This design comes from an exercise in tuning for small area on the open sky130 flow, not from production work.

Setup of rev 12:
==> flow/design.v <==
module planeController
#(
    parameter   OUT_NUM = 64,
    parameter   D_WIDTH = 8,     
    parameter   C_WIDTH = 5,      
    parameter   MCU_CLK_DIVIDER = 2  
)
(
    input       clk,
    input       reset,
    input       [D_WIDTH - 1:0] dataIn,
    input       dataEn,
    input       rs,
    output      [OUT_NUM - 1:0] pwmOut,
    output      mcuClk
);
reg [C_WIDTH - 1:0] mem [0:OUT_NUM - 1];
reg [D_WIDTH - 2:0] memAddr;  
reg [C_WIDTH - 1:0] cnt;  
reg incDec;  
reg pwmEnabled;  
reg prevDataEn;
reg syncDataEn;
reg dataEnNegEdge;
assign mcuClk = cnt[MCU_CLK_DIVIDER];
wire exec   = reset & dataEnNegEdge;
wire cmd    = exec & rs;
wire wr     = exec & ~rs;
wire clean  = cmd & (dataIn == 8'b0000_0001);
wire [D_WIDTH - 2:0] addrMatch = ~(memAddr ^ {(D_WIDTH - 1){incDec}});
wire [D_WIDTH - 2:0] addrToggle;
assign addrToggle[0] = 1'b1;
genvar k;
generate
for (k = 1; k < D_WIDTH - 1; k = k + 1) begin: addrStep
    assign addrToggle[k] = addrToggle[k - 1] & addrMatch[k - 1];
end
endgenerate
wire [D_WIDTH - 2:0] addrStepped = memAddr ^ addrToggle;
always @(posedge clk) begin
    if (!reset) begin
        pwmEnabled <= 1'b0;
        memAddr <= 1'b0;
        incDec <= 1'b0;
    end else begin
        if (dataEnNegEdge) begin
            if (rs == 1'b1) begin
                casez(dataIn)
                    8'b0000_001?: memAddr <= 'b0;  
                    8'b0000_01??: incDec <= dataIn[1];
                    8'b0000_1???: pwmEnabled <= dataIn[2];
                    8'b1???_????: memAddr <= dataIn[D_WIDTH - 2:0];  
                    default: ;
                endcase
            end else begin
                memAddr <= addrStepped;
            end
        end
    end
end
always @(posedge clk) begin
    dataEnNegEdge <= prevDataEn & ~syncDataEn;
    syncDataEn <= dataEn;
    prevDataEn <= syncDataEn;
end
wire [C_WIDTH - 1:0] cntToggle = {&cnt[3:0], &cnt[2:0], &cnt[1:0], cnt[0], 1'b1};
always @(posedge clk) begin
    if (!reset)
        cnt <= 0;
    else if (cnt[4] & cnt[3] & cnt[2] & cnt[1])
        cnt <= 0;
    else
        cnt <= cnt ^ cntToggle;
end
wire [C_WIDTH - 1:0] wdata = dataIn[C_WIDTH - 1:0] & {C_WIDTH{~clean}};
wire [C_WIDTH - 1:0] nc = ~(cnt | {C_WIDTH{~pwmEnabled}});
wire [7:0] ga, gb;
genvar j;
generate
for (j = 0; j < 8; j = j + 1) begin: dec
    assign ga[j] = clean | (wr & ~memAddr[6] & (memAddr[2:0] == j));
    assign gb[j] = clean | (memAddr[5:3] == j);
end
endgenerate
genvar i;
generate
for (i = 0; i < OUT_NUM; i = i + 1) begin: pwmOuts
    wire we = ga[i % 8] & gb[i / 8];
    always @(posedge clk) begin
        if (we)
            mem[i] <= wdata;
    end
    wire [C_WIDTH - 1:0] m = mem[i];
    wire g2;
    planeController_cmp3 lo (.m(m[2:0]), .n(nc[2:0]), .o(g2));
    planeController_cmp2 hi (.m(m[4:3]), .n(nc[4:3]), .ci(g2), .o(pwmOut[i]));
end
endgenerate
endmodule  
module planeController_cmp3 (
    input  [2:0] m,
    input  [2:0] n,
    output o
);
    wire a = ~((m[1] & n[1]) | (m[0] & n[0]));
    wire b = ~((m[2] | n[2]) & (m[1] | n[1]));
    wire c = ~(m[2] & n[2]);
    assign o = ~((a | b) & c);
endmodule
module planeController_cmp2 (
    input  [1:0] m,
    input  [1:0] n,
    input  ci,
    output o
);
    wire g0 = (m[0] & n[0]) | (m[0] & ci) | (n[0] & ci);
    assign o = (m[1] & n[1]) | (m[1] & g0) | (n[1] & g0);
endmodule
export LEC_CHECK = 0
export CAP_MARGIN = 20
export CORE_MARGIN = 2
export CORE_UTILIZATION = 65
export SLEW_MARGIN = 20
export SYNTH_HIERARCHICAL = 1
create_clock -name core_clock -period 10.0 [get_ports {clk}]
standard.sh (not shown) runs the stock make flow with config.mk's settings and CLKGATE_MAP_FILE= SYNTH_SCRIPT=/design/flow/synth_recipe.tcl, a recipe that flattens the netlist after the stock synthesis.
==> flow/flow/run.sh <==
#!/bin/bash
# Layout flow: the standard ORFS flow (standard.sh), with
#  - clock tree synthesis of smaller clock buffers in larger clusters and
#    without dummy loads,
#  - port buffers of the smallest buffer cell.
# ORFS writes each step's log under orfs/logs; make's own output goes to
# standard.log.
set -e
export CTS_ARGS="-sink_clustering_enable -repair_clock_nets -dont_use_dummy_load -buf_list sky130_fd_sc_hd__clkbuf_4 -sink_clustering_size 10 -sink_clustering_max_diameter 50"
export BUFFER_PORTS_ARGS="-buffer_cell sky130_fd_sc_hd__buf_1"
bash standard.sh > standard.log 2>&1
Setup changes, rev 12 to rev 13
==> flow/design.v, changed modules only <==
module planeController
#(
    parameter   OUT_NUM = 64,
    parameter   D_WIDTH = 8,     
    parameter   C_WIDTH = 5,      
    parameter   MCU_CLK_DIVIDER = 2  
)
(
    input       clk,
    input       reset,
    input       [D_WIDTH - 1:0] dataIn,
    input       dataEn,
    input       rs,
    output      [OUT_NUM - 1:0] pwmOut,
    output      mcuClk
);
reg [C_WIDTH - 1:0] mem [0:OUT_NUM - 1];
reg [D_WIDTH - 2:0] memAddr;  
reg [C_WIDTH - 1:0] cnt;  
reg incDec;  
reg pwmEnabled;  
reg prevDataEn;
reg syncDataEn;
reg dataEnNegEdge;
assign mcuClk = cnt[MCU_CLK_DIVIDER];
wire exec   = reset & dataEnNegEdge;
wire cmd    = exec & rs;
wire wr     = exec & ~rs;
wire clean  = cmd & (dataIn == 8'b0000_0001);
wire [D_WIDTH - 2:0] addrMatch = ~(memAddr ^ {(D_WIDTH - 1){incDec}});
wire [D_WIDTH - 2:0] addrToggle;
assign addrToggle[0] = 1'b1;
genvar k;
generate
for (k = 1; k < D_WIDTH - 1; k = k + 1) begin: addrStep
    assign addrToggle[k] = addrToggle[k - 1] & addrMatch[k - 1];
end
endgenerate
wire [D_WIDTH - 2:0] addrStepped = memAddr ^ addrToggle;
always @(posedge clk) begin
    if (!reset) begin
        pwmEnabled <= 1'b0;
        memAddr <= 1'b0;
        incDec <= 1'b0;
    end else begin
        if (dataEnNegEdge) begin
            if (rs == 1'b1) begin
                casez(dataIn)
                    8'b0000_001?: memAddr <= 'b0;  
                    8'b0000_01??: incDec <= dataIn[1];
                    8'b0000_1???: pwmEnabled <= dataIn[2];
                    8'b1???_????: memAddr <= dataIn[D_WIDTH - 2:0];  
                    default: ;
                endcase
            end else begin
                memAddr <= addrStepped;
            end
        end
    end
end
always @(posedge clk) begin
    dataEnNegEdge <= prevDataEn & ~syncDataEn;
    syncDataEn <= dataEn;
    prevDataEn <= syncDataEn;
end
wire [C_WIDTH - 1:0] cntToggle = {&cnt[3:0], &cnt[2:0], &cnt[1:0], cnt[0], 1'b1};
always @(posedge clk) begin
    if (!reset)
        cnt <= 0;
    else if (cnt[4] & cnt[3] & cnt[2] & cnt[1])
        cnt <= 0;
    else
        cnt <= cnt ^ cntToggle;
end
wire [C_WIDTH - 1:0] wdata;
wire [C_WIDTH - 1:0] nc;
wire [7:0] nga, ngb;
planeController_shared shared (
    .dataIn(dataIn[C_WIDTH - 1:0]), .clean(clean), .wr(wr), .cnt(cnt),
    .pwmEnabled(pwmEnabled), .memAddr(memAddr),
    .wdata(wdata), .nc(nc), .nga(nga), .ngb(ngb)
);
genvar i;
generate
for (i = 0; i < OUT_NUM; i = i + 1) begin: pwmOuts
    wire we = ~(nga[i % 8] | ngb[i / 8]);
    always @(posedge clk) begin
        if (we)
            mem[i] <= wdata;
    end
    wire [C_WIDTH - 1:0] m = mem[i];
    wire g2;
    planeController_cmp3 lo (.m(m[2:0]), .n(nc[2:0]), .o(g2));
    planeController_cmp2 hi (.m(m[4:3]), .n(nc[4:3]), .ci(g2), .o(pwmOut[i]));
end
endgenerate
endmodule  
module planeController_shared (
    input  [4:0] dataIn,
    input        clean,
    input        wr,
    input  [4:0] cnt,
    input        pwmEnabled,
    input  [6:0] memAddr,
    output [4:0] wdata,
    output [4:0] nc,
    output [7:0] nga,
    output [7:0] ngb
);
    assign wdata = dataIn & {5{~clean}};
    assign nc = ~(cnt | {5{~pwmEnabled}});
    genvar j;
    for (j = 0; j < 8; j = j + 1) begin: dec
        assign nga[j] = ~(clean | (wr & ~memAddr[6] & (memAddr[2:0] == j)));
        assign ngb[j] = ~(clean | (memAddr[5:3] == j));
    end
endmodule
## What came out
Rev 12 did not stop at any stage, and its layout met the timing, DRC and antenna checks. Rev 13 went all the way through synthesis, placement and routing and the layout is clean on timing, DRC and antenna. Rev 13 vs rev 12 — synthesized instance count rose 8. | starting density of the core | rev 13 vs rev 12 | 0.20 points lower |. Lower clock period minus final worst setup slack among rev 13 and rev 12: rev 13. In the tables for rev 13 and rev 12, synthesized net count reads higher with rev 13. Relative to rev 12, the HPWL after detailed placement measured on rev 13 has increased slightly. [rev 13] worst reg2reg path depth rose 2 relative to rev 12. Taking rev 12 as the reference, in rev 13 area of the multi-input gates -61 um2, worst setup slack +0.40 ns, via count of the first global-routing pass -about 1.6%. Pin count of the biggest net entering global routing in rev 13 vs rev 12: down about 13%. For fraction of area in clock buffers and inverters, rev 12 and rev 13 come out practically identical. Against rev 12, rev 13 comes in 1.5% lower on wire length.
No run of this note included a check of the RTL's function; only the layout flow was run.

[separate check: timing with driven ports]
How much do the figures lean on ideal ports? The routed layouts below were timed once more, with nothing changed but the port constraints. Step 1 assumes that a clkbuf_16 drives the clock port and a buf_2 every other input. Step 2 adds t to the input delays and takes it off the output delays; t is the mean of the earliest and latest rising clock arrival at the registers after step 1. Input paths then give back, and output paths get back, about the clock's delay inside the block. a / b / c = ideal / step 1 / step 2; a / b = the first two.
| run | shift t [ns] | setup WS [ns] | pins driven straight from the clock port |
|---|---|---|---|
| rev 12 | 0.650 | 4.058 / 4.019 / 4.669 | 1 |
| rev 13 | 0.681 | 4.456 / 4.418 / 5.099 | 1 |
After both steps every run listed still meets setup and hold.
